This is an optimization exercise on Yosys and OpenROAD, whose aim is small area, not a production implementation.
Function was checked by simulation only, so behaviour that the tests miss may differ from the original.
Power figures rest on the tool's default switching activity, not on a simulated workload.

**design/flow/flow/run.sh**
```bash
#!/bin/bash
# Standard ORFS layout with three changes:
#  - ABC maps for area (a copy of the ORFS scripts with its own ABC script),
#  - clock tree synthesis without dummy loads, with mid-size buffers in
#    small clusters,
#  - smaller port buffers.
# Each tool's output is in orfs/logs/; make's own output is in make.log.
set -euo pipefail
rm -rf scripts_abc
cp -r "$FLOW_HOME/scripts" scripts_abc
printf '%s\n' '&get -n' '&st' '&syn2' '&dch' '&nf -a' '&st' '&syn2' '&dch' '&nf -a' '&put' 'topo' 'stime -c' \
    > scripts_abc/abc_speed.script
export SCRIPTS_DIR="$PWD/scripts_abc"
export CTS_ARGS="-sink_clustering_enable -repair_clock_nets -dont_use_dummy_load -buf_list sky130_fd_sc_hd__clkbuf_8 -sink_clustering_size 16 -sink_clustering_max_diameter 50"
export BUFFER_PORTS_ARGS="-buffer_cell sky130_fd_sc_hd__buf_1"
bash standard.sh > make.log 2>&1
```
**design/flow/standard.sh**
```bash
#!/bin/bash
# synth_recipe.tcl (not shown) runs the flow's synth.tcl, then flattens the netlist and writes it again
# the make line also repeats each setting of config.mk as NAME=value (left out here)
make -C /OpenROAD-flow-scripts/flow DESIGN_CONFIG=/design/flow/config.mk WORK_HOME=/design/flow/orfs CLKGATE_MAP_FILE= SYNTH_SCRIPT=/design/flow/synth_recipe.tcl "${@:-finish}"
```
**design/flow/config.mk**
```make
export PLATFORM = sky130hd
export DESIGN_NAME = cpu
export DESIGN_NICKNAME = cpu
export VERILOG_FILES = /design/flow/design.v
export SDC_FILE = /design/flow/constraint.sdc
export NUM_CORES = 4
export LEC_CHECK = 0
export CAP_MARGIN = 0
export CORE_MARGIN = 2
export CORE_UTILIZATION = 40
export SETUP_SLACK_MARGIN = 0.3
export SLEW_MARGIN = 0
export SYNTH_HIERARCHICAL = 1
export SYNTH_MINIMUM_KEEP_SIZE = 0
```
**design/flow/constraint.sdc**
```tcl
create_clock -name core_clock -period 11.0 [get_ports {CLK}]
set_input_delay 2.2000 -clock core_clock [delete_from_list [all_inputs] [get_ports {CLK}]]
set_output_delay 2.2000 -clock core_clock [all_outputs]
set_load 0.01 [all_outputs]
```
**design/flow/design.v**
```verilog
module cpu
    #(
        parameter OPTION_RESET_ADDR = 32'hbfc00000,
        parameter OPTION_TRAP_ADDR =  32'hbfc00180
    )
    (
        input               CLK,
        input               RESET_I,
        output      [31:0]  CADDR_O,
        output      [1:0]   CTRANS_O,
        input       [31:0]  CRDATA_I,
        input               CREADY_I,
        input       [1:0]   CRESP_I,
        output      [31:0]  DADDR_O,
        output      [1:0]   DTRANS_O,
        output      [2:0]   DSIZE_O,
        input       [31:0]  DRDATA_I,
        output      [31:0]  DWDATA_O,
        output              DWRITE_O,
        input               DREADY_I,
        input       [1:0]   DRESP_I,
        input       [4:0]   HWIRQ_I,
        input               STALL_I
    );
    localparam
        CSRB_MCOMPARE =  4'b0000, CSRB_MSTATUS =   4'b0001,
        CSRB_MCAUSE =    4'b0010, CSRB_MEPC =      4'b0011,
        CSRB_MCONFIG0 =  4'b0100, CSRB_MERROREPC = 4'b0101;
    localparam
        TYP_J = 4'b0000, TYP_B = 4'b0001, TYP_I = 4'b0010, TYP_M = 4'b0011,
        TYP_S = 4'b0100, TYP_R = 4'b0101, TYP_P = 4'b0110, TYP_T = 4'b0111,
        TYP_E = 4'b1000, TYP_IH =4'b1001, TYP_IU =4'b1010, TYP_BAD = 4'b1111;
    localparam
        P0_0   = 3'b000, P0_RS1 = 3'b001, P0_PC = 3'b010,
        P0_PCS = 3'b011, P0_IMM = 3'b100, P0_X  = 3'b000;
    localparam
        P1_0 =   2'b00,  P1_RS2 = 2'b01,  P1_CSR = 2'b10,
        P1_IMM = 2'b11,  P1_X =   2'b00;
    localparam
        OP_NOP =  5'b00000, OP_SLL =  5'b00100, OP_SRL =  5'b00110,
        OP_SRA =  5'b00111, OP_ADD =  5'b10000, OP_SUB =  5'b10001,
        OP_SLT =  5'b10101, OP_SLTU = 5'b10111, OP_OR =   5'b01000,
        OP_AND =  5'b01001, OP_XOR =  5'b01010, OP_NOR =  5'b01011;
    localparam
        WB_R = 2'b10, WB_N = 2'b00, WB_C = 2'b01;
    reg [16:0] s42r_csr_MCAUSE;
    reg [12:0] s42r_csr_MSTATUS;
    reg [31:0] s42r_csr_MEPC;
    reg [31:0] s42r_csr_MERROREPC;
    reg [31:0] s42r_csr_MCOMPARE;
    wire co_s1_bubble;
    wire co_s2_bubble;
    wire s2_st;
    reg  [31:0] s01r_pc;         
    wire [31:0] s01r_pc_seq = s01r_pc + 32'd4;
    wire [31:0] s0_pc_fetch = CADDR_O;
    assign CTRANS_O = RESET_I ? 2'b00 : 2'b10;
    always @(posedge CLK)
        if (RESET_I)        s01r_pc <= OPTION_RESET_ADDR - 4;
        else if (~s2_st)    s01r_pc <= s0_pc_fetch;
    reg        s12r_mem_truncated;
    reg [31:0] s12r_irs;
    reg [31:0] s12r_ir;
    reg        s12r_en;
    reg [31:0] s12r_pc;
    wire [31:0] s1_ir = s12r_mem_truncated ? s12r_irs : CRDATA_I;
    always @(posedge CLK) begin
        s12r_irs <= CRDATA_I;
        s12r_mem_truncated <= ~RESET_I & s2_st;
        if (RESET_I | co_s1_bubble) s12r_ir <= 32'h0;
        else if (~s2_st)            s12r_ir <= s1_ir;
        if (RESET_I) begin
            s12r_en <= 1'b1;
            s12r_pc <= OPTION_RESET_ADDR;
        end
        else if (~s2_st) begin
            s12r_en <= ~co_s1_bubble;
            s12r_pc <= s01r_pc;
        end
    end
    wire s2_en = s12r_en & ~co_s2_bubble;
    reg [27:0] s2_m;
    reg [1:0]  s2_break_syscall;
    reg        s2_cop0_access;
    reg [2:0]  s2_bxx_cond_sel;
    reg        s2_load_en, s2_store_en;
    reg        s2_eret;
    reg [1:0]  s2_flow_sel;
    reg [3:0]  s2_type;
    reg [2:0]  s2_p0_sel;
    reg [1:0]  s2_p1_sel;
    reg        s2_wb_en, s2_wb_csr_en;
    reg [4:0]  s2_alu_op;
    always @(*) begin
        casez (s12r_ir)
        {6'b000100, 26'b?????_?????_????????????????}:        s2_m = {3'b000, 3'b000,  4'h0, 2'd3, TYP_B,   P0_X,   P1_X,   WB_N, OP_NOP};        
        {6'b000101, 26'b?????_?????_????????????????}:        s2_m = {3'b000, 3'b001,  4'h0, 2'd3, TYP_B,   P0_X,   P1_X,   WB_N, OP_NOP};        
        {6'b000110, 26'b?????_?????_????????????????}:        s2_m = {3'b000, 3'b010,  4'h0, 2'd3, TYP_B,   P0_X,   P1_X,   WB_N, OP_NOP};        
        {6'b000111, 26'b?????_?????_????????????????}:        s2_m = {3'b000, 3'b011,  4'h0, 2'd3, TYP_B,   P0_X,   P1_X,   WB_N, OP_NOP};        
        {11'b000001_?????, 5'b00000, 16'b????????????????}:         s2_m = {3'b000, 3'b100,  4'h0, 2'd3, TYP_B,   P0_X,   P1_X,   WB_N, OP_NOP};        
        {11'b000001_?????, 5'b00001, 16'b????????????????}:         s2_m = {3'b000, 3'b101,  4'h0, 2'd3, TYP_B,   P0_X,   P1_X,   WB_N, OP_NOP};        
        {11'b000001_?????, 5'b10000, 16'b????????????????}:         s2_m = {3'b000, 3'b100,  4'h0, 2'd3, TYP_B,   P0_PCS, P1_0,   WB_R, OP_ADD};      
        {11'b000001_?????, 5'b10001, 16'b????????????????}:         s2_m = {3'b000, 3'b101,  4'h0, 2'd3, TYP_B,   P0_PCS, P1_0,   WB_R, OP_ADD};      
        {6'b001111, 26'b00000_?????_????????????????}:        s2_m = {3'b000, 3'b0, 4'h0, 2'b0, TYP_IH,  P0_RS1, P1_IMM, WB_R, OP_OR};        
        {6'b001001, 26'b?????_?????_????????????????}:        s2_m = {3'b000, 3'b0, 4'h0, 2'b0, TYP_I,   P0_RS1, P1_IMM, WB_R, OP_ADD};        
        {6'b001000, 26'b?????_?????_????????????????}:        s2_m = {3'b000, 3'b0, 4'h0, 2'b0, TYP_I,   P0_RS1, P1_IMM, WB_R, OP_ADD};        
        {6'b000011, 26'b?????_?????_????????????????}:        s2_m = {3'b000, 3'b0, 4'h0, 2'd2, TYP_J,   P0_PCS, P1_0,   WB_R, OP_ADD};          
        {6'b000010, 26'b?????_?????_????????????????}:        s2_m = {3'b000, 3'b0, 4'h0, 2'd2, TYP_J,   P0_PCS, P1_0,   WB_N, OP_ADD};          
        {6'b100000, 26'b?????_?????_????????????????}:        s2_m = {3'b000, 3'b0, 4'h8, 2'b0, TYP_I,   P0_RS1, P1_IMM, WB_R, OP_NOP};              
        {6'b100100, 26'b?????_?????_????????????????}:        s2_m = {3'b000, 3'b0, 4'h8, 2'b0, TYP_I,   P0_RS1, P1_IMM, WB_R, OP_NOP};              
        {6'b100011, 26'b?????_?????_????????????????}:        s2_m = {3'b000, 3'b0, 4'h8, 2'b0, TYP_I,   P0_RS1, P1_IMM, WB_R, OP_NOP};              
        {6'b100001, 26'b?????_?????_????????????????}:        s2_m = {3'b000, 3'b0, 4'h8, 2'b0, TYP_I,   P0_RS1, P1_IMM, WB_R, OP_NOP};              
        {6'b100101, 26'b?????_?????_????????????????}:        s2_m = {3'b000, 3'b0, 4'h8, 2'b0, TYP_I,   P0_RS1, P1_IMM, WB_R, OP_NOP};              
        {6'b101000, 26'b?????_?????_????????????????}:        s2_m = {3'b000, 3'b0, 4'h4, 2'b0, TYP_I,   P0_RS1, P1_IMM, WB_N, OP_NOP};              
        {6'b101011, 26'b?????_?????_????????????????}:        s2_m = {3'b000, 3'b0, 4'h4, 2'b0, TYP_I,   P0_RS1, P1_IMM, WB_N, OP_NOP};              
        {6'b101001, 26'b?????_?????_????????????????}:        s2_m = {3'b000, 3'b0, 4'h4, 2'b0, TYP_I,   P0_RS1, P1_IMM, WB_N, OP_NOP};              
        {26'b000000_?????_???????????????, 6'b001000}:        s2_m = {3'b000, 3'b0, 4'h0, 2'b1, TYP_I,   P0_PCS, P1_0,   WB_N, OP_ADD};               
        {26'b000000_?????_???????????????, 6'b100000}:        s2_m = {3'b000, 3'b0, 4'h0, 2'b0, TYP_R,   P0_RS1, P1_RS2, WB_R, OP_ADD};        
        {26'b000000_?????_???????????????, 6'b100001}:        s2_m = {3'b000, 3'b0, 4'h0, 2'b0, TYP_R,   P0_RS1, P1_RS2, WB_R, OP_ADD};        
        {26'b000000_?????_???????????????, 6'b100010}:        s2_m = {3'b000, 3'b0, 4'h0, 2'b0, TYP_R,   P0_RS1, P1_RS2, WB_R, OP_SUB};        
        {26'b000000_?????_???????????????, 6'b100011}:        s2_m = {3'b000, 3'b0, 4'h0, 2'b0, TYP_R,   P0_RS1, P1_RS2, WB_R, OP_SUB};        
        {26'b000000_?????_???????????????, 6'b101010}:        s2_m = {3'b000, 3'b0, 4'h0, 2'b0, TYP_R,   P0_RS1, P1_RS2, WB_R, OP_SLT};        
        {26'b000000_?????_???????????????, 6'b101011}:        s2_m = {3'b000, 3'b0, 4'h0, 2'b0, TYP_R,   P0_RS1, P1_RS2, WB_R, OP_SLTU};       
        {6'b001010, 26'b?????_?????_????????????????}:        s2_m = {3'b000, 3'b0, 4'h0, 2'b0, TYP_I,   P0_RS1, P1_IMM, WB_R, OP_SLT};        
        {6'b001011, 26'b?????_?????_????????????????}:        s2_m = {3'b000, 3'b0, 4'h0, 2'b0, TYP_IU,  P0_RS1, P1_IMM, WB_R, OP_SLTU};      
        {26'b000000_?????_???????????????, 6'b100100}:        s2_m = {3'b000, 3'b0, 4'h0, 2'b0, TYP_R,   P0_RS1, P1_RS2, WB_R, OP_AND};        
        {26'b000000_?????_???????????????, 6'b100101}:        s2_m = {3'b000, 3'b0, 4'h0, 2'b0, TYP_R,   P0_RS1, P1_RS2, WB_R, OP_OR};         
        {26'b000000_?????_???????????????, 6'b100110}:        s2_m = {3'b000, 3'b0, 4'h0, 2'b0, TYP_R,   P0_RS1, P1_RS2, WB_R, OP_XOR};        
        {26'b000000_?????_???????????????, 6'b100111}:        s2_m = {3'b000, 3'b0, 4'h0, 2'b0, TYP_R,   P0_RS1, P1_RS2, WB_R, OP_NOR};        
        {6'b001100, 26'b?????_?????_????????????????}:        s2_m = {3'b000, 3'b0, 4'h0, 2'b0, TYP_IU,  P0_RS1, P1_IMM, WB_R, OP_AND};       
        {6'b001101, 26'b?????_?????_????????????????}:        s2_m = {3'b000, 3'b0, 4'h0, 2'b0, TYP_IU,  P0_RS1, P1_IMM, WB_R, OP_OR};        
        {6'b001110, 26'b?????_?????_????????????????}:        s2_m = {3'b000, 3'b0, 4'h0, 2'b0, TYP_IU,  P0_RS1, P1_IMM, WB_R, OP_XOR};       
        {26'b000000_00000_???????????????, 6'b000000}:        s2_m = {3'b000, 3'b0, 4'h0, 2'b0, TYP_S,   P0_IMM, P1_RS2, WB_R, OP_SLL};       
        {26'b000000_?????_???????????????, 6'b000100}:        s2_m = {3'b000, 3'b0, 4'h0, 2'b0, TYP_R,   P0_RS1, P1_RS2, WB_R, OP_SLL};        
        {26'b000000_00000_???????????????, 6'b000010}:        s2_m = {3'b000, 3'b0, 4'h0, 2'b0, TYP_S,   P0_IMM, P1_RS2, WB_R, OP_SRL};       
        {26'b000000_?????_???????????????, 6'b000110}:        s2_m = {3'b000, 3'b0, 4'h0, 2'b0, TYP_R,   P0_RS1, P1_RS2, WB_R, OP_SRL};        
        {26'b000000_00000_???????????????, 6'b000011}:        s2_m = {3'b000, 3'b0, 4'h0, 2'b0, TYP_S,   P0_IMM, P1_RS2, WB_R, OP_SRA};       
        {26'b000000_?????_???????????????, 6'b000111}:        s2_m = {3'b000, 3'b0, 4'h0, 2'b0, TYP_R,   P0_RS1, P1_RS2, WB_R, OP_SRA};        
        {6'b010000, 5'b00100, 21'b?????_?????_00000000_???}:         s2_m = {3'b001, 3'b0, 4'h0, 2'd0, TYP_I,   P0_0,   P1_RS2,      WB_C,    OP_OR}; 
        {6'b010000, 5'b00000, 21'b?????_?????_00000000_???}:         s2_m = {3'b001, 3'b0, 4'h0, 2'd0, TYP_I,   P0_0,   P1_CSR,      WB_R,    OP_OR}; 
        {26'b010000_1_0000000000000000000, 6'b011000}:        s2_m = {3'b0,      3'b0, 3'h0,1'b1, 2'd0, TYP_I, P0_0,   P1_X,   WB_N, OP_NOP};     
        {26'b000000_?????_???????????????, 6'b001100}:        s2_m = {3'b010,      3'b0, 3'h0,1'b0, 2'd0, TYP_I, P0_0,   P1_X,   WB_N, OP_NOP};   
        {26'b000000_?????_???????????????, 6'b001101}:        s2_m = {3'b100,      3'b0, 3'h0,1'b0, 2'd0, TYP_I, P0_0,   P1_X,   WB_N, OP_NOP};   
        default:                    s2_m = {3'b000, 3'b0, 4'h0, 2'b0, TYP_BAD, P0_X,   P1_X,   WB_N, OP_NOP};
        endcase
        s2_break_syscall                    = s2_m[27:26];
        s2_cop0_access                      = s2_m[25];
        s2_bxx_cond_sel                     = s2_m[24:22];
        {s2_load_en, s2_store_en}           = s2_m[21:20];
        {s2_eret,  s2_flow_sel, s2_type}    = s2_m[19:12];
        {s2_p0_sel, s2_p1_sel}              = s2_m[11:7];
        {s2_wb_en, s2_wb_csr_en, s2_alu_op} = s2_m[6:0];
    end
    wire s2_3reg = (s2_type==TYP_R) | (s2_type == TYP_P) | (s2_type == TYP_S);
    wire s2_link = (s2_p0_sel==P0_PCS) & s2_wb_en;
    wire [4:0] s2_rs1_index = s12r_ir[25:21];
    wire [4:0] s2_rs2_index = s12r_ir[20:16];
    wire [4:0] s2_rd_index = s2_link? 5'b11111 : s2_3reg? s12r_ir[15:11] : s12r_ir[20:16];
    wire [7:0] s2_csr_index = {s12r_ir[15:11], s12r_ir[2:0]};
    wire [31:0] s2_i_immediate = {{16{s12r_ir[15]}}, s12r_ir[15:0]};
    reg  [31:0] s2_immediate;
    always @(*) begin
        case (s2_type)
        TYP_S:      s2_immediate = {27'h0, s12r_ir[10:6]};
        TYP_IH:     s2_immediate = {s12r_ir[15:0], 16'h0};
        TYP_IU:     s2_immediate = {16'h0, s12r_ir[15:0]};
        default:    s2_immediate = s2_i_immediate;
        endcase
    end
    reg  [31:0] rf [1:31];
    wire        s4_we;
    wire [4:0]  s34r_rd_index_w;
    wire [31:0] s4_wb_data;
    genvar gi;
    generate
        for (gi = 1; gi < 32; gi = gi + 1) begin : g_rf
            always @(posedge CLK)
                if (s4_we & (s34r_rd_index_w == gi))
                    rf[gi] <= s4_wb_data;
        end
    endgenerate
    reg        s23r_wb_en, s23r_load_en, s34r_wb_en;
    reg        s23r_en, s34r_en;
    reg [4:0]  s23r_rd_index, s34r_rd_index;
    reg [31:0] s23r_alu_res;         
    reg [31:0] s34r_alu_res;         
    wire co_dhaz_rs1_s3 = s23r_wb_en & (s23r_rd_index==s2_rs1_index);
    wire co_dhaz_rs2_s3 = s23r_wb_en & (s23r_rd_index==s2_rs2_index);
    wire co_dhaz_rs1_s4 = s34r_wb_en & (s34r_rd_index==s2_rs1_index);
    wire co_dhaz_rs2_s4 = s34r_wb_en & (s34r_rd_index==s2_rs2_index);
    wire [32:0] s2_rs1_sel, s2_rs2_sel;
    generate
        for (gi = 1; gi < 32; gi = gi + 1) begin : g_sel
            assign s2_rs1_sel[gi-1] = ~co_dhaz_rs1_s3 & ~co_dhaz_rs1_s4 & (s2_rs1_index == gi);
            assign s2_rs2_sel[gi-1] = ~co_dhaz_rs2_s3 & ~co_dhaz_rs2_s4 & (s2_rs2_index == gi);
        end
    endgenerate
    assign s2_rs1_sel[31] = co_dhaz_rs1_s3;
    assign s2_rs1_sel[32] = ~co_dhaz_rs1_s3 & co_dhaz_rs1_s4;
    assign s2_rs2_sel[31] = co_dhaz_rs2_s3;
    assign s2_rs2_sel[32] = ~co_dhaz_rs2_s3 & co_dhaz_rs2_s4;
    wire [31:0] s2_rs1, s2_rs2;
    genvar bi;
    generate
        for (bi = 0; bi < 32; bi = bi + 1) begin : g_rd
            wire [32:0] col;
            for (gi = 1; gi < 32; gi = gi + 1) begin : g_c
                assign col[gi-1] = rf[gi][bi];
            end
            assign col[31] = s23r_alu_res[bi];
            assign col[32] = s34r_alu_res[bi];
            cpu_rdbit u_rs1 (.sel(s2_rs1_sel), .d(col), .q(s2_rs1[bi]));
            cpu_rdbit u_rs2 (.sel(s2_rs2_sel), .d(col), .q(s2_rs2[bi]));
        end
    endgenerate
    reg [3:0]  s2_csr_xindex;
    reg [31:0] s2_csr;
    always @(*) begin
        case (s2_csr_index)
        8'b01011_000:   s2_csr_xindex = CSRB_MCOMPARE;
        8'b01100_000:   s2_csr_xindex = CSRB_MSTATUS;
        8'b01101_000:   s2_csr_xindex = CSRB_MCAUSE;
        8'b01110_000:   s2_csr_xindex = CSRB_MEPC;
        8'b10000_000:   s2_csr_xindex = CSRB_MCONFIG0;
        8'b11110_000:   s2_csr_xindex = CSRB_MERROREPC;
        default:        s2_csr_xindex = 4'b1111;
        endcase
        case (s2_csr_index)
        8'b01011_000:   s2_csr = s42r_csr_MCOMPARE;
        8'b01100_000:   s2_csr = {9'h0,s42r_csr_MSTATUS[12],6'h0,s42r_csr_MSTATUS[11:4],3'h0,s42r_csr_MSTATUS[3:0]};
        8'b01101_000:   s2_csr = {s42r_csr_MCAUSE[16],1'b0,s42r_csr_MCAUSE[15:14],4'b0,s42r_csr_MCAUSE[13],7'b0,s42r_csr_MCAUSE[12:5],1'b0,s42r_csr_MCAUSE[4:0],2'b0};
        8'b01110_000:   s2_csr = s42r_csr_MEPC;
        8'b11110_000:   s2_csr = s42r_csr_MERROREPC;
        default:        s2_csr = 32'h00000000;
        endcase
    end
    reg s2_bxx_cond_val;
    wire s2_rs12_equal = (s2_rs1 == s2_rs2);
    wire s2_rs1_zero = ~(|s2_rs1);
    always @(*) begin
        case (s2_bxx_cond_sel)
        3'b000: s2_bxx_cond_val = s2_rs12_equal;
        3'b001: s2_bxx_cond_val = ~s2_rs12_equal;
        3'b010: s2_bxx_cond_val = s2_rs1[31] | s2_rs1_zero;
        3'b011: s2_bxx_cond_val = ~s2_rs1[31] & ~s2_rs1_zero;
        3'b100: s2_bxx_cond_val = s2_rs1[31];
        3'b101: s2_bxx_cond_val = ~s2_rs1[31] | s2_rs1_zero;
        default:s2_bxx_cond_val = s2_rs12_equal;
        endcase
    end
    wire       s2_ie = s42r_csr_MSTATUS[0] & ~(s42r_csr_MSTATUS[2] | s42r_csr_MSTATUS[1]);
    wire [7:0] s2_masked_irq = {1'b0, HWIRQ_I, s42r_csr_MCAUSE[6:5]} & s42r_csr_MSTATUS[11:4];
    wire       s2_irq_final = |(s2_masked_irq) & s2_ie;
    wire       s2_user_mode = {s42r_csr_MSTATUS[3],s42r_csr_MSTATUS[2],s42r_csr_MSTATUS[1]}==3'b100;
    wire       s2_trap_cop_unusable = s2_cop0_access & s2_user_mode;
    reg  [4:0] s2_excode;
    always @(*) begin
        casez ({s2_irq_final,s2_trap_cop_unusable,s2_break_syscall})
        4'b1???: s2_excode = 5'b00000;
        4'b01??: s2_excode = 5'b01011;
        4'b0010: s2_excode = 5'b01001;
        4'b0001: s2_excode = 5'b01000;
        default: s2_excode = 5'b00000;
        endcase
    end
    wire s2_trap = (|s2_break_syscall) | s2_trap_cop_unusable | s2_irq_final;
    wire s2_skip_seq_instr = s2_trap | s2_eret;
    wire [31:0] s2_pc_branch;
    cpu_badd u_badd (.pc(s12r_pc), .imm(s12r_ir[15:0]), .q(s2_pc_branch));
    wire [31:0] s2_pc_jump = {s01r_pc[31:28], s12r_ir[25:0], 2'b00};
    wire s2_te   = s2_trap | s2_eret;
    wire s2_f_jr = ~s2_te & (s2_flow_sel == 2'b01);
    wire s2_f_j  = ~s2_te & (s2_flow_sel == 2'b10);
    wire s2_f_b  = ~s2_te & (s2_flow_sel == 2'b11);
    wire s2_f_br = s2_f_b & s2_bxx_cond_val;
    wire s2_f_sq = ~s2_te & ((s2_flow_sel == 2'b00) | (s2_f_b & ~s2_bxx_cond_val));
    wire [5:0] s2_f_sel = {s2_f_sq, s2_trap, s2_eret & ~s2_trap, s2_f_jr, s2_f_j, s2_f_br};
    generate
        for (bi = 0; bi < 32; bi = bi + 1) begin : g_pc
            cpu_ao6 u_pc (.sel(s2_f_sel),
                .d({s01r_pc_seq[bi], OPTION_TRAP_ADDR[bi], s42r_csr_MEPC[bi],
                    s2_rs1[bi], s2_pc_jump[bi], s2_pc_branch[bi]}),
                .q(CADDR_O[bi]));
        end
    endgenerate
    reg [31:0] s2_arg0, s2_arg1;
    always @(*) begin
        case (s2_p0_sel)
        P0_RS1:     s2_arg0 = s2_rs1;
        P0_PCS:     s2_arg0 = s01r_pc_seq;
        P0_IMM:     s2_arg0 = s2_immediate;
        default:    s2_arg0 = 32'h0;
        endcase
        case (s2_p1_sel)
        P1_IMM:     s2_arg1 = s2_immediate;
        P1_RS2:     s2_arg1 = s2_rs2;
        P1_CSR:     s2_arg1 = s2_csr;
        default:    s2_arg1 = 32'h0;
        endcase
    end
    wire        s2_sub = s2_alu_op[0] & s2_alu_op[4];
    wire [31:0] s2_sum, s2_p, s2_g;
    wire        s2_c32;
    cpu_add #(.N(32)) u_aadd (.a(s2_arg0), .b(s2_arg1 ^ {32{s2_sub}}), .ci(s2_sub),
        .s(s2_sum), .p(s2_p), .g(s2_g), .co(s2_c32));
    wire s2_slt = (s2_alu_op[1] ? 1'b0 : s2_arg0[31]) ^
                  (s2_alu_op[1] ? 1'b0 : s2_arg1[31]) ^ s2_sub ^ s2_c32;
    wire        s2_shl = (s2_alu_op[1:0] == 2'b00);
    wire        s2_sfill = s2_alu_op[0] & s2_arg1[31];
    wire [31:0] s2_sh [0:5];
    assign s2_sh[0] = s2_arg1;
    genvar si;
    generate
        for (si = 0; si < 5; si = si + 1) begin : g_sh
            wire sl = s2_shl & s2_arg0[si];
            wire sr = ~s2_shl & s2_arg0[si];
            wire sn = ~s2_arg0[si];
            wire zl = (si % 2) ? 1'b1 : 1'b0;
            wire fr = (si % 2) ? ~s2_sfill : s2_sfill;
            for (bi = 0; bi < 32; bi = bi + 1) begin : g_b
                wire a = (bi >= (1 << si)) ? s2_sh[si][bi - (1 << si)] : zl;
                wire b = (bi + (1 << si) <= 31) ? s2_sh[si][bi + (1 << si)] : fr;
                cpu_aoi222 u (.a0(sl), .b0(a), .a1(sr), .b1(b), .a2(sn), .b2(s2_sh[si][bi]),
                              .y(s2_sh[si+1][bi]));
            end
        end
    endgenerate
    wire [31:0] s2_alu_shift = ~s2_sh[5];
    wire [1:0] s2_mem_size = (s12r_ir[27:26] == 2'b00) ? 2'b00 :
                             (s12r_ir[27:26] == 2'b01) ? 2'b01 : 2'b10;
    reg [31:0] s2_mem_wdata;
    always @(*) begin
        case (s2_mem_size)
        2'b00:      s2_mem_wdata = {4{s2_rs2[ 7: 0]}};
        2'b01:      s2_mem_wdata = {2{s2_rs2[15: 0]}};
        default:    s2_mem_wdata = s2_rs2;
        endcase
    end
    wire s2_r_arith = ~s2_store_en & s2_alu_op[4];
    wire s2_r_logic = ~s2_store_en & ~s2_alu_op[4] & s2_alu_op[3];
    wire [5:0] s2_r_sel = {
        s2_r_logic & ~s2_alu_op[0],                      
        s2_r_logic & ~s2_alu_op[1],                      
        s2_r_logic & s2_alu_op[1] & s2_alu_op[0],        
        s2_r_arith & ~s2_alu_op[2],                      
        ~s2_store_en & ~s2_alu_op[4] & ~s2_alu_op[3],    
        s2_store_en};                                    
    wire s2_r_slt = s2_r_arith & s2_alu_op[2];
    wire [31:0] s2_res;
    generate
        for (bi = 0; bi < 32; bi = bi + 1) begin : g_res
            wire q;
            cpu_ao6 u_res (.sel(s2_r_sel),
                .d({s2_p[bi], s2_g[bi], ~(s2_p[bi] | s2_g[bi]), s2_sum[bi],
                    s2_alu_shift[bi], s2_mem_wdata[bi]}),
                .q(q));
            if (bi == 0) begin : g_b0
                assign s2_res[bi] = q | (s2_r_slt & s2_slt);
            end
            else begin : g_bn
                assign s2_res[bi] = q;
            end
        end
    endgenerate
    reg [31:0] s23r_mem_addr;
    reg [1:0]  s23r_mem_trans;
    reg [1:0]  s23r_mem_size;
    reg        s23r_store_en;
    reg        s23r_load_exz;
    reg [3:0]  s23r_csr_xindex;
    reg        s23r_wb_csr_en;
    reg        s23r_trap;
    reg        s23r_eret;
    reg [31:0] s23r_epc;
    reg [4:0]  s23r_excode;
    always @(posedge CLK) begin
        if (RESET_I)        s23r_en <= 1'b0;
        else if (~s2_st)    s23r_en <= s2_en;
        if (RESET_I | ~s2_en) begin
            s23r_wb_en <= 1'b0;
            s23r_store_en <= 1'b0;
            s23r_load_en <= 1'b0;
            s23r_mem_trans <= 2'b00;
            s23r_wb_csr_en <= 1'b0;
            s23r_trap <= 1'b0;
            s23r_eret <= 1'b0;
        end
        else if (~s2_st) begin
            s23r_wb_en <= s2_wb_en & ~s2_trap;
            s23r_store_en <= s2_store_en;
            s23r_load_en <= s2_load_en & ~s2_trap;
            s23r_mem_trans <= (s2_load_en | s2_store_en)? 2'b10 : 2'b00;
            s23r_wb_csr_en <= s2_wb_csr_en & ~s2_trap;
            s23r_trap <= s2_trap;
            s23r_eret <= s2_eret;
        end
        if (~s2_st & ~s23r_trap)
            s23r_epc <= s12r_pc;
        if (~s2_st) begin
            s23r_rd_index <= s2_rd_index;
            s23r_alu_res <= s2_res;
            s23r_mem_addr <= s2_sum;
            s23r_mem_size <= s2_mem_size;
            s23r_load_exz <= s12r_ir[28];
            s23r_csr_xindex <= s2_csr_xindex;
            s23r_excode <= s2_excode;
        end
    end
    assign DADDR_O = s23r_mem_addr;
    assign DTRANS_O = s23r_mem_trans;
    assign DSIZE_O = {1'b0, s23r_mem_size};
    assign DWRITE_O = s23r_store_en;
    wire [1:0]  s3_sz = s23r_mem_size;
    wire [1:0]  s3_ad = s23r_mem_addr[1:0];
    wire        s3_byte = (s3_sz == 2'b00);
    wire        s3_half = (s3_sz == 2'b01);
    wire        s3_b0 = s3_byte & (s3_ad == 2'd0);
    wire        s3_b1 = s3_byte & (s3_ad == 2'd1);
    wire        s3_b2 = s3_byte & (s3_ad == 2'd2);
    wire        s3_b3 = s3_byte & (s3_ad == 2'd3);
    wire        s3_h0 = s3_half & (s3_ad == 2'd0);
    wire        s3_h2 = s3_half & (s3_ad == 2'd2);
    wire        s3_w  = s3_sz[1] | (s3_half & s3_ad[0]);    
    wire        s3_sx = ~s23r_load_exz;
    wire        s3_sgnb = (DRDATA_I[31] & s3_b0) | (DRDATA_I[23] & s3_b1) |
                          (DRDATA_I[15] & s3_b2) | (DRDATA_I[7] & s3_b3);
    wire        s3_sgnh = s3_h0 ? DRDATA_I[31] : DRDATA_I[15];
    wire [31:0] s3_load_data;
    assign s3_load_data[7:0] = ({8{s3_b0}} & DRDATA_I[31:24]) | ({8{s3_b1 | s3_h0}} & DRDATA_I[23:16]) |
                               ({8{s3_b2}} & DRDATA_I[15:8]) | ({8{s3_b3 | s3_h2 | s3_w}} & DRDATA_I[7:0]);
    assign s3_load_data[15:8] = ({8{s3_h0}} & DRDATA_I[31:24]) | ({8{s3_h2 | s3_w}} & DRDATA_I[15:8]) |
                                {8{s3_byte & s3_sx & s3_sgnb}};
    assign s3_load_data[31:16] = ({16{s3_sz[1] | (s3_half & s3_ad[0] & ~s3_sx)}} & DRDATA_I[31:16]) |
                                 {16{(s3_byte & s3_sx & s3_sgnb) | (s3_half & s3_sx & s3_sgnh)}};
    reg        s34r_wb_csr_en;
    reg [3:0]  s34r_csr_xindex;
    reg        s34r_trap;
    reg        s34r_eret;
    reg [4:0]  s34r_excode;
    always @(posedge CLK) begin
        if (RESET_I) s34r_en <= 1'b0;
        else         s34r_en <= s23r_en;
        if (RESET_I) begin
            s34r_wb_en <= 1'b0;
            s34r_trap <= 1'b0;
            s34r_eret <= 1'b0;
        end
        else begin
            s34r_wb_en <= s23r_wb_en;
            s34r_trap <= s23r_trap;
            s34r_eret <= s23r_eret;
        end
        if (RESET_I) s34r_wb_csr_en <= 1'b0;
        else         s34r_wb_csr_en <= s23r_wb_csr_en;
        if (RESET_I) s34r_alu_res <= 32'h0;
        else         s34r_alu_res <= s23r_load_en ? s3_load_data : s23r_alu_res;
        s34r_rd_index <= s23r_rd_index;
        s34r_csr_xindex <= s23r_csr_xindex;
        s34r_excode <= s23r_excode;
    end
    assign DWDATA_O = s34r_alu_res;
    assign s4_wb_data = s34r_alu_res;
    assign s4_we = s34r_wb_en;
    assign s34r_rd_index_w = s34r_rd_index;
    reg [12:0] s4_status_trap;
    always @(*) begin
        s4_status_trap = s42r_csr_MSTATUS;
        casez ({s34r_trap, s34r_eret})
        2'b1?: s4_status_trap[1] = 1'b1;
        2'b01: begin
            if (s42r_csr_MSTATUS[2]) s4_status_trap[2] = 1'b0;
            else             s4_status_trap[1] = 1'b0;
        end
        default:;
        endcase
    end
    wire [16:0] s4_cause_trap = {1'b0,2'b00,1'b0, s2_masked_irq, s34r_excode};
    wire s4_trap = s34r_trap;
    wire s4_csr_wr = s34r_wb_csr_en;
    always @(posedge CLK) begin
        if (RESET_I) begin
            s42r_csr_MCAUSE <= 17'h0;
            s42r_csr_MEPC <= 32'h0;
            s42r_csr_MERROREPC <= 32'h0;
            s42r_csr_MSTATUS <= 13'h1004;
            s42r_csr_MCOMPARE <= 32'h0;
        end
        else begin
            if (s4_trap)
                s42r_csr_MCAUSE <= s4_cause_trap;
            else if (s4_csr_wr & (s34r_csr_xindex==CSRB_MCAUSE))
                s42r_csr_MCAUSE <= {s34r_alu_res[31],s34r_alu_res[29:28],s34r_alu_res[23],s34r_alu_res[15:8],s34r_alu_res[6:2]};
            if (s4_trap)
                s42r_csr_MEPC <= s23r_epc;
            else if (s4_csr_wr & (s34r_csr_xindex==CSRB_MEPC))
                s42r_csr_MEPC <= s34r_alu_res;
            if (s4_trap)
                s42r_csr_MERROREPC <= s23r_epc;
            else if (s4_csr_wr & (s34r_csr_xindex==CSRB_MERROREPC))
                s42r_csr_MERROREPC <= s34r_alu_res;
            if (s34r_trap | s34r_eret)
                s42r_csr_MSTATUS <= s4_status_trap;
            else if (s4_csr_wr & (s34r_csr_xindex==CSRB_MSTATUS))
                s42r_csr_MSTATUS <= {s34r_alu_res[22],s34r_alu_res[15:8],s34r_alu_res[4],s34r_alu_res[2],s34r_alu_res[1],s34r_alu_res[0]};
            if (s4_csr_wr & (s34r_csr_xindex==CSRB_MCOMPARE))
                s42r_csr_MCOMPARE <= s34r_alu_res;
        end
    end
    wire co_dhaz_rs1_ld = s23r_load_en & (s23r_rd_index==s2_rs1_index);
    wire co_dhaz_rs2_ld = s23r_load_en & (s23r_rd_index==s2_rs2_index);
    wire co_s2_stall_load = co_dhaz_rs1_ld | co_dhaz_rs2_ld;
    wire co_s2_stall_trap = s23r_trap & s34r_en;
    wire co_s012_stall_eret = s23r_eret & s34r_en;
    assign co_s2_bubble = co_s2_stall_load | co_s2_stall_trap | co_s012_stall_eret;
    assign co_s1_bubble = co_s2_stall_trap | co_s012_stall_eret | s2_skip_seq_instr;
    assign s2_st = co_s012_stall_eret | co_s2_stall_load | co_s2_stall_trap;
endmodule
module cpu_rdbit(input [32:0] sel, input [32:0] d, output q);
    wire [10:0] t;
    genvar k;
    generate
        for (k = 0; k < 11; k = k + 1) begin : g_t
            cpu_aoi222 u (.a0(sel[3*k]), .b0(d[3*k]), .a1(sel[3*k+1]), .b1(d[3*k+1]),
                          .a2(sel[3*k+2]), .b2(d[3*k+2]), .y(t[k]));
        end
    endgenerate
    wire n0, n1, n2;
    cpu_nand4 u_n0 (.a(t[0]), .b(t[1]), .c(t[2]), .d(t[3]), .y(n0));
    cpu_nand4 u_n1 (.a(t[4]), .b(t[5]), .c(t[6]), .d(t[7]), .y(n1));
    cpu_nand3 u_n2 (.a(t[8]), .b(t[9]), .c(t[10]), .y(n2));
    cpu_or3   u_o  (.a(n0), .b(n1), .c(n2), .y(q));
endmodule
module cpu_aoi222(input a0, input b0, input a1, input b1, input a2, input b2, output y);
    assign y = ~((a0 & b0) | (a1 & b1) | (a2 & b2));
endmodule
module cpu_nand4(input a, input b, input c, input d, output y);
    assign y = ~(a & b & c & d);
endmodule
module cpu_nand3(input a, input b, input c, output y);
    assign y = ~(a & b & c);
endmodule
module cpu_or3(input a, input b, input c, output y);
    assign y = a | b | c;
endmodule
module cpu_add #(parameter N = 32) (input [N-1:0] a, input [N-1:0] b, input ci,
                                    output [N-1:0] s, output [N-1:0] p,
                                    output [N-1:0] g, output co);
    wire [N:0] c;
    assign p = a ^ b;
    assign g = a & b;
    assign c[0] = ci;
    genvar i;
    generate
        for (i = 0; i < N; i = i + 1) begin : g_c
            if ((i % 4) == 3) begin : g_blk
                wire P = &p[i:i-3];
                wire G = g[i] | (p[i] & g[i-1]) | (p[i] & p[i-1] & g[i-2]) |
                         (p[i] & p[i-1] & p[i-2] & g[i-3]);
                assign c[i+1] = G | (P & c[i-3]);
            end
            else begin : g_bit
                assign c[i+1] = g[i] | (p[i] & c[i]);
            end
        end
    endgenerate
    assign s = p ^ c[N-1:0];
    assign co = c[N];
endmodule
module cpu_ao6(input [5:0] sel, input [5:0] d, output q);
    wire t0, t1;
    cpu_aoi222 u0 (.a0(sel[0]), .b0(d[0]), .a1(sel[1]), .b1(d[1]), .a2(sel[2]), .b2(d[2]), .y(t0));
    cpu_aoi222 u1 (.a0(sel[3]), .b0(d[3]), .a1(sel[4]), .b1(d[4]), .a2(sel[5]), .b2(d[5]), .y(t1));
    cpu_nand2 u2 (.a(t0), .b(t1), .y(q));
endmodule
module cpu_nand2(input a, input b, output y);
    assign y = ~(a & b);
endmodule
module cpu_badd(input [31:0] pc, input [15:0] imm, output [31:0] q);
    wire [16:0] lo = {1'b0, pc[17:2]} + {1'b0, imm} + 17'd1;
    wire [13:0] hi = pc[31:18];
    wire        up = lo[16] & ~imm[15];
    wire        dn = ~lo[16] & imm[15];
    wire [13:0] t1, t0;      
    assign t1[0] = 1'b1;
    assign t0[0] = 1'b1;
    genvar i;
    generate
        for (i = 1; i < 14; i = i + 1) begin : g_t
            assign t1[i] = t1[i-1] & hi[i-1];
            assign t0[i] = t0[i-1] & ~hi[i-1];
        end
    endgenerate
    assign q = {hi ^ ((t1 & {14{up}}) | (t0 & {14{dn}})), lo[15:0], pc[1:0]};
endmodule
```
==> key figures, run 1 <==
Detailed routing
  • Drt total wl: roughly 280000 um
  • Mean routed wirelength per cell: about 39 um
  • M1 WL: approximately 99000 um
  • Pre-Repair DR Iteration Count: 20
  • DRT antenna net count: 0
  • Top routing layer in use: met5
  • Vias after detailed routing: about 54000
  • Via count normalized by instance count: ~7.4
  • 1st-iter DRT viols: around 13000
  • Routed wl met3: between 30000 and 40000 um
  • Detailed route wirelength on metal2: between 100000 and 150000 um
  • DRC violations left: 0

Setup path
  • Reg2reg path depth: 28
  • Critical path peak fanout: 32
  • Crit path depth: 23
  • Required time at the worst-slack endpoint: ~9 ns
  • Critical-path cell list: clkinv_1 > a221oi_1 > o2111ai_1 > a211oi_1 > nor3b_1 > nand3_1 > nor2_4 > buf_4 > a222oi_1 > nand4_1 > or3_1 > nor4_1 > nand4_1 > nor3_1 > a31oi_1 > xor2_1 > mux2i_2 > a21boi_0 > nor4_2 > buf_6 > a222oi_1 > nand2_1 > buf_1
  • Type of element launching the critical path: register
  • Worst setup path startpoint: s34r_rd_index[1]$_DFF_P_
  • Launch point of the worst reg-to-reg path: s34r_rd_index[1]$_DFF_P_
  • Arrival time at the worst endpoint: 8.31 ns
  • Capture point of the critical path: CADDR_O[11]
  • Maximum cell stage delay along the critical path: just under 0.8 ns
  • Type of the worst setup path: reg2out
  • Capturing element type of the critical path: output pin
  • Register-to-register path setup slack: between 0.9 and 1 ns
  • Buf/Inv on CP: 4
  • Cell type of the slowest stage on the worst timing path: sky130_fd_sc_hd__or3_1
  • Family with the most delay on the worst path: simple AND/OR/NAND/NOR gates
  • Capture point of the worst reg-to-reg path: s23r_alu_res[31]$_DFFE_PN_

Timing
  • Maximum achievable frequency: between 90 and 100 MHz
  • Number of hold violations in the final report: 0
  • Number of slew-limit violations in the final report: 0
  • Total Negative Setup Slacks: 0 ns
  • Slew of the pin with the lowest slew margin: 1.37 ns
  • Clock period minus final worst setup slack: around 11 ns
  • Number of setup violations in the final report: 0
  • Setup repair after global routing missed its margin: no
  • Period utilization: 95.5%
  • Worst relative slew slack: 7.92%
  • Setup skew after layout: a little under 0.1 ns

Finish
  • Number of standard cells in the final layout excluding fillers: 7311
  • Area added between synthesis and finish: 12.9%
  • Final net count: between 5000 and 6000
  • Largest register by flop count: rf
  • Max FFs per register: a little under 1000
  • Flip-flop and latch area: 0.0394 sq mm
  • Fillcell total: roughly 14000
  • Fraction of layout instances using a drive strength above 1: between 10% and 20%
  • Footprint of the multi-input gates: roughly 0.024 sq mm

Clocking
  • CTS tree: yes
  • Clock transition at the registers of the reported paths: about 0.1 ns
  • Number of buffers inserted during clock tree synthesis: 142
  • Clock Latency Late Sink: ~0.94 ns
  • Clk sinks: 1416
  • Root buf cell: sky130_fd_sc_hd__clkbuf_8
  • Maximum clock insertion buffer count: 3
  • H-Tree Depth: 4

Floorplanning
  • Die span in x: approximately 400 um
  • Standard cell core area: between 0.15 and 0.2 sq mm
  • Area of the die: around 0.16 sq mm
  • Die Y: ~400 um
  • Count of boundary I/O pins: 182
  • Starting density of the core: about two fifths
  • Number of rows in the core area: about 150

Global route
  • All-Layer GR Usage: 34.2%
  • Global-route wire length before repair: 385000 um
  • Via count of the first global-routing pass: 49508
  • Leftover overflow at the end of global routing: 0
  • Largest net degree at the start of global routing: 110
  • Number of antenna violations at the first check in global routing: 25

Logic synthesis
  • Syn avg cell area: between 10 and 15 sq um
  • Sequential cell area fraction in the yosys report: 62.7%
  • Proportion of register bits with asynchronous set or reset after synthesis: 0%
  • Synth cell types: 61
  • Number of cells produced by synthesis: 4626
  • Cell area after synthesis: about 0.063 sq mm
  • Number of flops mapped to enable cells by yosys: roughly 1100
  • Warning count from the yosys run: 9
  • Register bit count reported by yosys: 1416
  • Dominant register cell in the synthesized netlist: sky130_fd_sc_hd__edfxtp_1

Power
  • Leakage: 23.5 nW
  • Peak VDD IR: around 0.13 mV
  • Ratio of total power to cell area: around 170 mW/mm^2

Placement
  • Post-DP HPWL: about 190000 um
  • Number of buffer cells added on primary ports: ~170
  • Cell total after placement: roughly 7000
  • Routability cong.: between 1 and 1.5

Status
  • Status: finished clean

Flow run
  • Max-cap violation count: 0

Min path
  • Min-delay worst type: reg2reg
layer usage:
metal	vias to the layer above	global-route usage (%)
met1	26678	42.3
li1	21892	-
met5	-	0
met3	902	9.07
met4	16	25.2
met2	4408	51.4
per-module statistics from Yosys (local to each module, per instance), a selection:
module | flops+latches | area, sq um | cells | times used
cpu_or3 | 0 | 6.26 | 1 | 64
cpu_nand4 | 0 | 6.26 | 1 | 128
cpu_badd | 0 | 923 | 124 | 1
cpu_nand2 | 0 | 3.75 | 1 | 64
cpu | 1416 | 48900 | 3081 | 1
cpu_nand3 | 0 | 5.00 | 1 | 64
cpu_aoi222 | 0 | 10.0 | 1 | 992
logic make-up after synthesis:
logic type / Yosys count / synth area share (%)
AOI/OAI and AO/OA: 1562 / 22.0
DFF: 1416 / 62.7
and+or+nand+nor: 1236 / 9.21
xor gates and xnor gates: 139 / 1.94
buffers and inverters: 117 / 0.921
muxes: 78 / 1.33
adders and majority gates: 76 / 1.81
other: 2 / 0.0120
timing repair:
item                                   CTS  global route
setup endpoints to repair               22            32
hold buffers                             0             0
buffers inserted                         0             3
gates resized for setup                  2            22
endpoints found under the hold margin    0             0
pin swaps                                0             9
cells in the mapped netlist (43+ instances only):
library cell	number	area share (%)
sky130_fd_sc_hd__or3_1	74	0.74
sky130_fd_sc_hd__nand4_1	147	1.5
sky130_fd_sc_hd__dfxtp_1	313	10
sky130_fd_sc_hd__xnor2_1	74	1.0
sky130_fd_sc_hd__nor2_1	535	3.2
sky130_fd_sc_hd__a222oi_1	1032	16
sky130_fd_sc_hd__a21oi_1	100	0.80
sky130_fd_sc_hd__xor2_1	65	0.91
sky130_fd_sc_hd__edfxtp_1	1103	53
sky130_fd_sc_hd__nand2_1	189	1.1
sky130_fd_sc_hd__clkinv_1	79	0.47
sky130_fd_sc_hd__nor3_1	61	0.49
sky130_fd_sc_hd__o21ai_0	153	1.2
sky130_fd_sc_hd__a211oi_1	43	0.51
sky130_fd_sc_hd__a22o_1	51	0.71
sky130_fd_sc_hd__ha_1	51	1.0
sky130_fd_sc_hd__nand3_1	105	0.84
where the power goes:
group / internal, W / switching [W] / leakage (nW)
Clock: 0.00115 / 0.00175 / 1.02
Combinational: 0.000692 / 0.00187 / 9.54
Sequential: 0.00622 / 0.000329 / 12.9
metrics by stage:
stage | util, % | hold WS [ns] | total power [W] | instance area [sq um] | setup slack (ns)
2_1_floorplan | - | 0.323 | 0.00775 | 63000 | 0.390
3_3_place_gp | 44.1 | 0.324 | 0.00906 | 68800 | 1.05
4_1_cts | 45.3 | 0.314 | 0.0119 | 70800 | 0.313
5_1_grt | 45.4 | 0.323 | 0.0123 | 70900 | 0.336
3_5_place_dp | 44.1 | 0.327 | 0.00908 | 68800 | 0.964
6_report | 45.4 | 0.314 | 0.0120 | 70900 | 0.493
final cells by class:
cell class	count	area share, %
inverter	79	0.422
sequential	1416	55.6
multi-input combinational	3159	33.6
antenna	9	0.0318
timing repair buffer	448	3.93
clock buffer	142	2.76
tap	2058	3.63
cells in the final DEF (no fill, tap or decap), types with 77 or more instances in the layout:
master                     netlist  layout
sky130_fd_sc_hd__a21oi_1       100     100
sky130_fd_sc_hd__a222oi_1     1032    1032
sky130_fd_sc_hd__buf_1           1     170
sky130_fd_sc_hd__buf_4          37     271
sky130_fd_sc_hd__clkbuf_8        0     142
sky130_fd_sc_hd__clkinv_1       79      77
sky130_fd_sc_hd__dfxtp_1       313     282
sky130_fd_sc_hd__edfxtp_1     1103    1103
sky130_fd_sc_hd__nand2_1       189     187
sky130_fd_sc_hd__nand3_1       105     103
sky130_fd_sc_hd__nand4_1       147     147
sky130_fd_sc_hd__nor2_1        535     443
sky130_fd_sc_hd__o21ai_0       153     153
how the worst min path moves through the flow:
stage	start	to	slack, ns	cells past startpoint
finish	s23r_excode[0]$_DFFE_PN_	s34r_excode[0]$_DFF_P_	0.31	0
global route	s23r_excode[0]$_DFFE_PN_	s34r_excode[0]$_DFF_P_	0.32	0
CTS	s23r_excode[0]$_DFFE_PN_	s34r_excode[0]$_DFF_P_	0.31	0
detailed placement	s23r_excode[0]$_DFFE_PN_	s34r_excode[0]$_DFF_P_	0.33	0
global placement	s23r_csr_xindex[3]$_DFFE_PN_	s34r_csr_xindex[3]$_DFF_P_	0.32	0
floorplan	s23r_csr_xindex[0]$_DFFE_PN_	s34r_csr_xindex[0]$_DFF_P_	0.32	0
==> inputs of run 2 (changes only) <==
--- a/design/flow/design.v
+++ b/design/flow/design.v
@@ -23,9 +23,8 @@
         input               STALL_I
     );
     localparam
-        CSRB_MCOMPARE =  4'b0000, CSRB_MSTATUS =   4'b0001,
-        CSRB_MCAUSE =    4'b0010, CSRB_MEPC =      4'b0011,
-        CSRB_MCONFIG0 =  4'b0100, CSRB_MERROREPC = 4'b0101;
+        CSRW_NONE =     3'd0, CSRW_MCOMPARE = 3'd1, CSRW_MSTATUS = 3'd2,
+        CSRW_MCAUSE =   3'd3, CSRW_MEPC =     3'd4, CSRW_MERROREPC = 3'd5;
     localparam
         TYP_J = 4'b0000, TYP_B = 4'b0001, TYP_I = 4'b0010, TYP_M = 4'b0011,
         TYP_S = 4'b0100, TYP_R = 4'b0101, TYP_P = 4'b0110, TYP_T = 4'b0111,
@@ -69,14 +68,9 @@
         s12r_mem_truncated <= ~RESET_I & s2_st;
         if (RESET_I | co_s1_bubble) s12r_ir <= 32'h0;
         else if (~s2_st)            s12r_ir <= s1_ir;
-        if (RESET_I) begin
-            s12r_en <= 1'b1;
-            s12r_pc <= OPTION_RESET_ADDR;
-        end
-        else if (~s2_st) begin
-            s12r_en <= ~co_s1_bubble;
-            s12r_pc <= s01r_pc;
-        end
+        if (RESET_I)        s12r_en <= 1'b1;
+        else if (~s2_st)    s12r_en <= ~co_s1_bubble;
+        if (~s2_st)         s12r_pc <= s01r_pc;
     end
     wire s2_en = s12r_en & ~co_s2_bubble;
     reg [27:0] s2_m;
@@ -213,17 +207,16 @@
             cpu_rdbit u_rs2 (.sel(s2_rs2_sel), .d(col), .q(s2_rs2[bi]));
         end
     endgenerate
-    reg [3:0]  s2_csr_xindex;
+    reg [2:0]  s2_csr_xindex;
     reg [31:0] s2_csr;
     always @(*) begin
         case (s2_csr_index)
-        8'b01011_000:   s2_csr_xindex = CSRB_MCOMPARE;
-        8'b01100_000:   s2_csr_xindex = CSRB_MSTATUS;
-        8'b01101_000:   s2_csr_xindex = CSRB_MCAUSE;
-        8'b01110_000:   s2_csr_xindex = CSRB_MEPC;
-        8'b10000_000:   s2_csr_xindex = CSRB_MCONFIG0;
-        8'b11110_000:   s2_csr_xindex = CSRB_MERROREPC;
-        default:        s2_csr_xindex = 4'b1111;
+        8'b01011_000:   s2_csr_xindex = CSRW_MCOMPARE;
+        8'b01100_000:   s2_csr_xindex = CSRW_MSTATUS;
+        8'b01101_000:   s2_csr_xindex = CSRW_MCAUSE;
+        8'b01110_000:   s2_csr_xindex = CSRW_MEPC;
+        8'b11110_000:   s2_csr_xindex = CSRW_MERROREPC;
+        default:        s2_csr_xindex = CSRW_NONE;
         endcase
         case (s2_csr_index)
         8'b01011_000:   s2_csr = s42r_csr_MCOMPARE;
@@ -277,10 +270,18 @@
     wire [5:0] s2_f_sel = {s2_f_sq, s2_trap, s2_eret & ~s2_trap, s2_f_jr, s2_f_j, s2_f_br};
     generate
         for (bi = 0; bi < 32; bi = bi + 1) begin : g_pc
-            cpu_ao6 u_pc (.sel(s2_f_sel),
-                .d({s01r_pc_seq[bi], OPTION_TRAP_ADDR[bi], s42r_csr_MEPC[bi],
-                    s2_rs1[bi], s2_pc_jump[bi], s2_pc_branch[bi]}),
-                .q(CADDR_O[bi]));
+            if (OPTION_TRAP_ADDR[bi]) begin : g_t1
+                cpu_ao6 u_pc (.sel(s2_f_sel),
+                    .d({s01r_pc_seq[bi], s2_trap, s42r_csr_MEPC[bi],
+                        s2_rs1[bi], s2_pc_jump[bi], s2_pc_branch[bi]}),
+                    .q(CADDR_O[bi]));
+            end
+            else begin : g_t0
+                cpu_ao5 u_pc (.sel({s2_f_sel[5], s2_f_sel[3:0]}),
+                    .d({s01r_pc_seq[bi], s42r_csr_MEPC[bi],
+                        s2_rs1[bi], s2_pc_jump[bi], s2_pc_branch[bi]}),
+                    .q(CADDR_O[bi]));
+            end
         end
     endgenerate
     reg [31:0] s2_arg0, s2_arg1;
@@ -315,13 +316,21 @@
             wire sl = s2_shl & s2_arg0[si];
             wire sr = ~s2_shl & s2_arg0[si];
             wire sn = ~s2_arg0[si];
-            wire zl = (si % 2) ? 1'b1 : 1'b0;
             wire fr = (si % 2) ? ~s2_sfill : s2_sfill;
             for (bi = 0; bi < 32; bi = bi + 1) begin : g_b
-                wire a = (bi >= (1 << si)) ? s2_sh[si][bi - (1 << si)] : zl;
                 wire b = (bi + (1 << si) <= 31) ? s2_sh[si][bi + (1 << si)] : fr;
-                cpu_aoi222 u (.a0(sl), .b0(a), .a1(sr), .b1(b), .a2(sn), .b2(s2_sh[si][bi]),
-                              .y(s2_sh[si+1][bi]));
+                if (bi >= (1 << si)) begin : g_full
+                    cpu_aoi222 u (.a0(sl), .b0(s2_sh[si][bi - (1 << si)]), .a1(sr), .b1(b),
+                                  .a2(sn), .b2(s2_sh[si][bi]), .y(s2_sh[si+1][bi]));
+                end
+                else if (si % 2) begin : g_one
+                    cpu_aoi221 u (.a0(sr), .b0(b), .a1(sn), .b1(s2_sh[si][bi]), .c(sl),
+                                  .y(s2_sh[si+1][bi]));
+                end
+                else begin : g_zero
+                    cpu_aoi22 u (.a0(sr), .b0(b), .a1(sn), .b1(s2_sh[si][bi]),
+                                 .y(s2_sh[si+1][bi]));
+                end
             end
         end
     endgenerate
@@ -367,8 +376,7 @@
     reg [1:0]  s23r_mem_size;
     reg        s23r_store_en;
     reg        s23r_load_exz;
-    reg [3:0]  s23r_csr_xindex;
-    reg        s23r_wb_csr_en;
+    reg [2:0]  s23r_csrw;        
     reg        s23r_trap;
     reg        s23r_eret;
     reg [31:0] s23r_epc;
@@ -381,7 +389,7 @@
             s23r_store_en <= 1'b0;
             s23r_load_en <= 1'b0;
             s23r_mem_trans <= 2'b00;
-            s23r_wb_csr_en <= 1'b0;
+            s23r_csrw <= CSRW_NONE;
             s23r_trap <= 1'b0;
             s23r_eret <= 1'b0;
         end
@@ -390,20 +398,20 @@
             s23r_store_en <= s2_store_en;
             s23r_load_en <= s2_load_en & ~s2_trap;
             s23r_mem_trans <= (s2_load_en | s2_store_en)? 2'b10 : 2'b00;
-            s23r_wb_csr_en <= s2_wb_csr_en & ~s2_trap;
+            s23r_csrw <= (s2_wb_csr_en & ~s2_trap) ? s2_csr_xindex : CSRW_NONE;
             s23r_trap <= s2_trap;
             s23r_eret <= s2_eret;
         end
-        if (~s2_st & ~s23r_trap)
+        if (~s2_st & ~s23r_trap) begin
             s23r_epc <= s12r_pc;
+            s23r_excode <= s2_excode;
+        end
         if (~s2_st) begin
             s23r_rd_index <= s2_rd_index;
             s23r_alu_res <= s2_res;
             s23r_mem_addr <= s2_sum;
             s23r_mem_size <= s2_mem_size;
             s23r_load_exz <= s12r_ir[28];
-            s23r_csr_xindex <= s2_csr_xindex;
-            s23r_excode <= s2_excode;
         end
     end
     assign DADDR_O = s23r_mem_addr;
@@ -432,11 +440,9 @@
                                 {8{s3_byte & s3_sx & s3_sgnb}};
     assign s3_load_data[31:16] = ({16{s3_sz[1] | (s3_half & s3_ad[0] & ~s3_sx)}} & DRDATA_I[31:16]) |
                                  {16{(s3_byte & s3_sx & s3_sgnb) | (s3_half & s3_sx & s3_sgnh)}};
-    reg        s34r_wb_csr_en;
-    reg [3:0]  s34r_csr_xindex;
+    reg [2:0]  s34r_csrw;
     reg        s34r_trap;
     reg        s34r_eret;
-    reg [4:0]  s34r_excode;
     always @(posedge CLK) begin
         if (RESET_I) s34r_en <= 1'b0;
         else         s34r_en <= s23r_en;
@@ -450,13 +456,11 @@
             s34r_trap <= s23r_trap;
             s34r_eret <= s23r_eret;
         end
-        if (RESET_I) s34r_wb_csr_en <= 1'b0;
-        else         s34r_wb_csr_en <= s23r_wb_csr_en;
+        if (RESET_I) s34r_csrw <= CSRW_NONE;
+        else         s34r_csrw <= s23r_csrw;
         if (RESET_I) s34r_alu_res <= 32'h0;
         else         s34r_alu_res <= s23r_load_en ? s3_load_data : s23r_alu_res;
         s34r_rd_index <= s23r_rd_index;
-        s34r_csr_xindex <= s23r_csr_xindex;
-        s34r_excode <= s23r_excode;
     end
     assign DWDATA_O = s34r_alu_res;
     assign s4_wb_data = s34r_alu_res;
@@ -474,9 +478,8 @@
         default:;
         endcase
     end
-    wire [16:0] s4_cause_trap = {1'b0,2'b00,1'b0, s2_masked_irq, s34r_excode};
+    wire [16:0] s4_cause_trap = {1'b0,2'b00,1'b0, s2_masked_irq, s23r_excode};
     wire s4_trap = s34r_trap;
-    wire s4_csr_wr = s34r_wb_csr_en;
     always @(posedge CLK) begin
         if (RESET_I) begin
             s42r_csr_MCAUSE <= 17'h0;
@@ -488,21 +491,21 @@
         else begin
             if (s4_trap)
                 s42r_csr_MCAUSE <= s4_cause_trap;
-            else if (s4_csr_wr & (s34r_csr_xindex==CSRB_MCAUSE))
+            else if ((s34r_csrw == CSRW_MCAUSE))
                 s42r_csr_MCAUSE <= {s34r_alu_res[31],s34r_alu_res[29:28],s34r_alu_res[23],s34r_alu_res[15:8],s34r_alu_res[6:2]};
             if (s4_trap)
                 s42r_csr_MEPC <= s23r_epc;
-            else if (s4_csr_wr & (s34r_csr_xindex==CSRB_MEPC))
+            else if ((s34r_csrw == CSRW_MEPC))
                 s42r_csr_MEPC <= s34r_alu_res;
             if (s4_trap)
                 s42r_csr_MERROREPC <= s23r_epc;
-            else if (s4_csr_wr & (s34r_csr_xindex==CSRB_MERROREPC))
+            else if ((s34r_csrw == CSRW_MERROREPC))
                 s42r_csr_MERROREPC <= s34r_alu_res;
             if (s34r_trap | s34r_eret)
                 s42r_csr_MSTATUS <= s4_status_trap;
-            else if (s4_csr_wr & (s34r_csr_xindex==CSRB_MSTATUS))
+            else if ((s34r_csrw == CSRW_MSTATUS))
                 s42r_csr_MSTATUS <= {s34r_alu_res[22],s34r_alu_res[15:8],s34r_alu_res[4],s34r_alu_res[2],s34r_alu_res[1],s34r_alu_res[0]};
-            if (s4_csr_wr & (s34r_csr_xindex==CSRB_MCOMPARE))
+            if ((s34r_csrw == CSRW_MCOMPARE))
                 s42r_csr_MCOMPARE <= s34r_alu_res;
         end
     end
@@ -592,3 +595,15 @@
     endgenerate
     assign q = {hi ^ ((t1 & {14{up}}) | (t0 & {14{dn}})), lo[15:0], pc[1:0]};
 endmodule
+module cpu_ao5(input [4:0] sel, input [4:0] d, output q);
+    wire t0, t1;
+    cpu_aoi222 u0 (.a0(sel[0]), .b0(d[0]), .a1(sel[1]), .b1(d[1]), .a2(sel[2]), .b2(d[2]), .y(t0));
+    cpu_aoi22 u1 (.a0(sel[3]), .b0(d[3]), .a1(sel[4]), .b1(d[4]), .y(t1));
+    cpu_nand2 u2 (.a(t0), .b(t1), .y(q));
+endmodule
+module cpu_aoi22(input a0, input b0, input a1, input b1, output y);
+    assign y = ~((a0 & b0) | (a1 & b1));
+endmodule
+module cpu_aoi221(input a0, input b0, input a1, input b1, input c, output y);
+    assign y = ~((a0 & b0) | (a1 & b1) | c);
+endmodule
--- a/design/flow/flow/run.sh
+++ b/design/flow/flow/run.sh
@@ -11,6 +11,6 @@
 printf '%s\n' '&get -n' '&st' '&syn2' '&dch' '&nf -a' '&st' '&syn2' '&dch' '&nf -a' '&put' 'topo' 'stime -c' \
     > scripts_abc/abc_speed.script
 export SCRIPTS_DIR="$PWD/scripts_abc"
-export CTS_ARGS="-sink_clustering_enable -repair_clock_nets -dont_use_dummy_load -buf_list sky130_fd_sc_hd__clkbuf_8 -sink_clustering_size 16 -sink_clustering_max_diameter 50"
+export CTS_ARGS="-sink_clustering_enable -repair_clock_nets -dont_use_dummy_load -buf_list sky130_fd_sc_hd__clkbuf_8 -sink_clustering_size 18 -sink_clustering_max_diameter 60"
 export BUFFER_PORTS_ARGS="-buffer_cell sky130_fd_sc_hd__buf_1"
 bash standard.sh > make.log 2>&1
==> run 2 against run 1 <==
Compared with the run above:
- still clean
- first-iteration DRC count rose by 0.92%
- non-clock buffer count decreased by 42
- worst hold slack improved by 0.084 ns
- area after synthesis fell by 0.35%
- routed wire length is 1.5% lower
- flip-flop and latch count shrank 7
- worst setup slack lost 0.12 ns
- count of clock-buffer cells in the layout shrank 33
- combinational power shrank 6%
- final cell count decreased by 3.0%
- power is 4.4% lower
- core utilization fell by 0.67 points
- critical endpoint is now CADDR_O[4]
- largest power group unchanged
- highest routed layer unchanged
==> key figures, run 2 <==
Power
  • Ratio of total power to cell area: 165 mW/mm^2 (-2.9%)
  • Clock network fraction of design power: 22.4% (-1.7 points)
  • Pint: 0.00771 W (-4.4%)
  • Portion of total power attributed to sequential cells: 56.6% (+2.0 points)
  • P_sw: 0.00377 W (-4.5%)
  • Combinational power share: 21.0% (-0.3 points)

Finish
  • Fillcell total: 14206 (+1.1%)
  • Number of standard cells in the final layout excluding fillers: 7091 (-3.0%)

Clocking
  • Number of buffers inserted by hold repair at cts: 0 (unchanged)
  • H-Tree Depth: 3 (-1)

Floorplanning
  • Standard cell core area: 0.156 sq mm (-0.12%)
  • Count of boundary I/O pins: 182 (unchanged)
  • Area of the die: 0.160 sq mm (-0.35%)

Status
  • Status: finished clean

Placement
  • Number of buffer cells added on primary ports: 171 (unchanged)
  • Post-DP HPWL: 185000 um (-4.0%)

Timing
  • Number of setup violations in the final report: 0 (unchanged)
  • Setup skew after layout: 0.195 ns (+0.0964 ns)
  • Total Negative Setup Slacks: 0 ns (unchanged)

Min path
  • Min-delay worst type: reg2reg

Logic synthesis
  • Library cell with the highest instance count after synthesis: sky130_fd_sc_hd__edfxtp_1
  • Number of cells produced by synthesis: 4534 (-2.0%)
  • Syn avg cell area: 13.8 sq um (+1.7%)
  • Dominant register cell in the synthesized netlist: sky130_fd_sc_hd__edfxtp_1
  • Cell area after synthesis: 0.0625 sq mm (-0.35%)
  • Proportion of register bits with asynchronous set or reset after synthesis: 0% (unchanged)
  • Number of flops mapped to enable cells by yosys: 1131 (+2.5%)
  • Register bit count reported by yosys: 1409 (-0.49%)

Flow run
  • Max-cap violation count: 0 (unchanged)

Setup path
  • Critical path peak fanout: 32 (unchanged)
  • Register-to-register path setup slack: 0.98 ns (+0.03 ns)

Detailed routing
  • DRC violations left: 0 (unchanged)

Global route
  • Via count of the first global-routing pass: 48474 (-2.1%)
  • All-Layer GR Usage: 33.7% (-0.50 points)
run 2: Yosys stat by module, one instance, submodules excluded, excerpt:
module / cells / times used
cpu_aoi22: 1 / 42
cpu_aoi222: 1 / 940
cpu_nand4: 1 / 128
cpu_nand2: 1 / 64
cpu_nand3: 1 / 64
cpu_badd: 124 / 1
cpu_or3: 1 / 64
cpu_aoi221: 1 / 10
cpu: 2989 / 1
run 2: per-stage QoR:
stage	setup slack, ns	total power (W)	utilization, %	hold slack (ns)
floorplan	0.500	0.00764	-	0.398
global placement	1.23	0.00886	43.7	0.428
detailed placement	1.17	0.00888	43.7	0.441
CTS	0.316	0.0114	44.7	0.395
global route	0.308	0.0117	44.7	0.423
finish	0.370	0.0115	44.8	0.399
run 2: repair_timing:
item	4_1_cts	5_1_grt
endpoints found under the setup margin	16	32
setup buffers	0	1
resized for setup	5	20
pin swaps	0	7
run 2: layout make-up:
type	instances	area, sq um	area share (%)
tap	2058	2570	3.69
antenna	18	45.0	0.0646
timing repair buffer	406	2500	3.59
multi-input combinational	3009	23200	33.3
inverter	82	312	0.447
clock buffer	109	1500	2.15
sequential	1409	39600	56.7
run 2: layer usage:
metal	vias up	track usage [%]	part of all wire (%)
met5	-	0	0.037
met1	26216	42.7	35
met4	14	23.2	8.4
met2	4292	50.7	43
li1	21393	-	-
met3	770	8.33	13
run 2: worst max-delay path by stage:
stage                     cells after the start                           start                         end
after CTS                                    24  s23r_rd_index[2]$_SDFFCE_PP1N_                 CADDR_O[24]
after floorplan                              31        s12r_ir[25]$_SDFFE_PP0N_  s23r_alu_res[31]$_DFFE_PN_
after global placement                       32        s12r_ir[25]$_SDFFE_PP0N_  s23r_alu_res[31]$_DFFE_PN_
after global routing                         22        s12r_ir[17]$_SDFFE_PP0N_                  CADDR_O[4]
after detailed placement                     32        s12r_ir[25]$_SDFFE_PP0N_  s23r_alu_res[31]$_DFFE_PN_
final                                        23        s12r_ir[23]$_SDFFE_PP0N_                  CADDR_O[4]
run 2: cells by family after synthesis:
logic type | after synthesis | synth area share (%)
flops | 1409 | 63.2
fa+ha+maj | 76 | 1.82
simple gates | 1182 | 9.04
xor+xnor | 128 | 1.79
buf+inv | 120 | 0.942
mux | 75 | 1.22
other cells | 1 | 0.00600
compound gates | 1543 | 22.0
run 2: worst max-delay path, stage by stage (launching register included):
cell	delay, ns
sky130_fd_sc_hd__dfxtp_1	0.33
sky130_fd_sc_hd__buf_4	0.28
sky130_fd_sc_hd__xor2_1	0.17
sky130_fd_sc_hd__nor3_1	0.07
sky130_fd_sc_hd__and2_1	0.22
sky130_fd_sc_hd__or3_1	0.39
sky130_fd_sc_hd__or2_1	0.40
sky130_fd_sc_hd__nor2_4	0.87
sky130_fd_sc_hd__buf_4	0.32
sky130_fd_sc_hd__a222oi_1	0.10
sky130_fd_sc_hd__nand4_1	0.44
sky130_fd_sc_hd__or3_1	0.59
sky130_fd_sc_hd__clkinv_1	0.19
sky130_fd_sc_hd__a222oi_1	0.32
sky130_fd_sc_hd__nand4_1	0.13
sky130_fd_sc_hd__or4_1	0.54
sky130_fd_sc_hd__a22oi_1	0.22
sky130_fd_sc_hd__nor2_1	0.07
sky130_fd_sc_hd__nor4_2	0.37
sky130_fd_sc_hd__nor3_2	0.06
sky130_fd_sc_hd__buf_4	0.28
sky130_fd_sc_hd__a222oi_1	0.63
sky130_fd_sc_hd__nand2_1	0.21
sky130_fd_sc_hd__buf_1	0.18
run 2: power by group through the flow:
stage	sequential [W]	combinational (W)	clock, W
after global placement	0.00659	0.00227	0
after detailed placement	0.00660	0.00228	0
after CTS	0.00648	0.00229	0.00258
after floorplan	0.00657	0.00107	0
after global routing	0.00651	0.00247	0.00275
final	0.00650	0.00241	0.00257

[afterwards: timing with drivers on the ports]
Ports are ideal in the flow. The routed layouts listed here were re-timed in OpenROAD.
Step 1: set_driving_cell puts a clkbuf_16 on CLK and a buf_2 on each other input, an assumption about the parent block.
Step 2 times the ports against the registers' clock, not the clock port: input delays grow and output delays shrink by t, the midpoint of the rising clock arrivals with the driver on.
a / b / c = no drivers / after step 1 / after step 2; a / b = the first two.
run | shift t [ns] | setup WS [ns]
run 1 | 0.978 | 0.493 / 0.412 / 0.953
run 2 | 0.970 | 0.370 / 0.296 / 0.976
After both steps setup and hold are still met in every run listed.
